This is an optimization exercise on Yosys and OpenROAD, whose aim is small area and a short achievable clock period, not a production implementation.

==> flow/design.v <==
`timescale 1ns / 1ps
module execute(
    input clk,
    input [1:0] ctlwb_in, ctlm_in,
    input [31:0] npc, rdata1, rdata2, s_extend,
    input [4:0] instr_2016, instr_1511,
    input [1:0] alu_op,
    input [5:0] funct,
    input alusrc, regdst,
    output reg [1:0] ctlwb_out, ctlm_out,
    output reg [31:0] adder_out, alu_result_out, rdata2_out,
    output reg [4:0] muxout_out
);
    wire rtype    = (alu_op == 2'b10);
    wire f_add    = rtype & (funct == 6'b100000);
    wire f_sub    = rtype & (funct == 6'b100010);
    wire op_and   = rtype & (funct == 6'b100100);
    wire op_or    = rtype & (funct == 6'b100101);
    wire op_slt   = rtype & (funct == 6'b101010);
    wire op_arith = (alu_op == 2'b00) | (alu_op == 2'b01) | f_add | f_sub;
    wire sub      = (alu_op == 2'b01) | f_sub | op_slt;
    wire [31:0] ax = rdata1 ^ {32{sub}};
    wire [31:0] b  = alusrc ? s_extend : rdata2;
    wire [31:0] ag = ax & b;
    wire [31:0] at = ax | b;
    wire [31:0] ah = ax ^ b;
    reg [31:0] g, t;
    integer i, j;
    always @(*) begin
        g = ag;
        t = at;
        for (i = 0; i < 5; i = i + 1)
            for (j = 31; j >= (1 << i); j = j - 1) begin
                g[j] = g[j] | (t[j] & g[j - (1 << i)]);
                t[j] = t[j] & t[j - (1 << i)];
            end
    end
    wire [31:0] c  = {g[30:0], 1'b0};
    wire        lt = g[31];
    wire [31:0] hs  = ah ^ {32{sub}};
    wire [31:0] lg  = ({32{op_and}} & ag) | ({32{op_or}} & at);
    wire [31:0] r0  = ({32{op_arith}} & hs) | lg;
    wire [31:0] r1  = ({32{op_arith}} & ~hs) | lg;
    wire [31:0] alu_result = (c & r1) | (~c & r0) | {31'b0, op_slt & lt};
    wire [31:0] bg0 = npc & s_extend;
    wire [31:0] bp0 = npc ^ s_extend;
    reg  [31:0] bg, bp;
    integer l, k;
    always @(*) begin
        bg = bg0;
        bp = bp0;
        for (l = 0; l < 5; l = l + 1)
            for (k = (2 << l) - 1; k < 32; k = k + (2 << l)) begin
                bg[k] = bg[k] | (bp[k] & bg[k - (1 << l)]);
                bp[k] = bp[k] & bp[k - (1 << l)];
            end
        for (l = 3; l >= 0; l = l - 1)
            for (k = (3 << l) - 1; k < 32; k = k + (2 << l)) begin
                bg[k] = bg[k] | (bp[k] & bg[k - (1 << l)]);
                bp[k] = bp[k] & bp[k - (1 << l)];
            end
    end
    wire [31:0] branch = bp0 ^ {bg[30:0], 1'b0};
    always @(posedge clk) begin
        ctlwb_out      <= ctlwb_in;
        ctlm_out       <= ctlm_in;
        adder_out      <= branch;
        alu_result_out <= alu_result;
        rdata2_out     <= rdata2;
        muxout_out     <= regdst ? instr_1511 : instr_2016;
    end
endmodule
Settings: LEC_CHECK=0, CAP_MARGIN=20, CORE_MARGIN=2, CORE_UTILIZATION=40, GPL_TIMING_DRIVEN=0, SETUP_SLACK_MARGIN=1.2, SLEW_MARGIN=20; clock period 3.6 ns.
standard.sh (not shown) runs the stock make flow with config.mk's settings and CLKGATE_MAP_FILE= SYNTH_SCRIPT=/design/flow/synth_recipe.tcl, a recipe that flattens the netlist after the stock synthesis.
==> flow/flow/run.sh <==
#!/bin/bash
# The standard layout (standard.sh) with: synthesis through flow/synth.tcl
# (ABC mapping script flow/abc.script, no full/half-adder cell extraction),
# and plain buf_1 cells as the port buffers.
set -euo pipefail
cd "$(dirname "$0")/.."
export MY_ABC_SCRIPT=$PWD/flow/abc.script
bash standard.sh SYNTH_SCRIPT=$PWD/flow/synth.tcl ADDER_MAP_FILE= BUFFER_PORTS_ARGS="-buffer_cell sky130_fd_sc_hd__buf_1"  finish > standard.log 2>&1
==> flow/flow/abc.script <==
strash
dch -f
map -D 1600
topo
buffer -c
upsize -c
dnsize -c
==> flow/flow/synth.tcl <==
# The standard synthesis (synth_recipe.tcl), with ABC's mapping script
# replaced by flow/abc.script (delay-driven mapping).
proc synth {args} { yosys synth -nofsm -noshare {*}$args }
proc abc {args} {
  set i [lsearch $args -script]
  if {$i >= 0} { lset args [expr {$i+1}] $::env(MY_ABC_SCRIPT) }
  yosys abc {*}$args
}
source $::env(SCRIPTS_DIR)/synth.tcl
# left out here: clear keep_hierarchy, flatten, clean up, hide names made inside functions, write 1_2_yosys.v
==> next run, changes <==
==> flow/flow/abc.script (replaced) <==
strash
map -D 2000
topo
buffer -c
upsize -c
dnsize -c
Area after synthesis drops by 3.2%.
Clock-buffer cell count does not change.
Final area shrinks by 9.1%.
Worst hold slack stays flat.
Core utilization decreases by 5.1 points.
No functional check of the RTL was part of any run of this note.

-- static timing again, ports no longer ideal --
In the flow no input, the clock included, has a driving cell. The finished layouts below were timed again as built, in two steps.
Step 1 (the two cells are an assumption about what drives the block):
set clk [get_ports {clk}]
set_driving_cell -lib_cell sky130_fd_sc_hd__clkbuf_16 $clk
set_driving_cell -lib_cell sky130_fd_sc_hd__buf_2 [delete_from_list [all_inputs] $clk]
Step 2 times the ports against the registers' clock, not the clock port: input delays grow and output delays shrink by t, the midpoint of the rising clock arrivals with the driver on.
Slacks: no drivers / after step 1 / after step 2; pairs: no drivers / after step 1.
run	t (ns)	setup slack, ns	worst slew at a driven data input, ns
the first run	0.412	0.696 / 0.687 / 0.274	0.05
the second run	0.415	0.747 / 0.717 / 0.302	0.08
After both steps setup and hold are still met in every run listed. For the second run, which loses most, drivers alone change the setup slack by -0.030 ns; drivers and shift together by -0.445 ns.
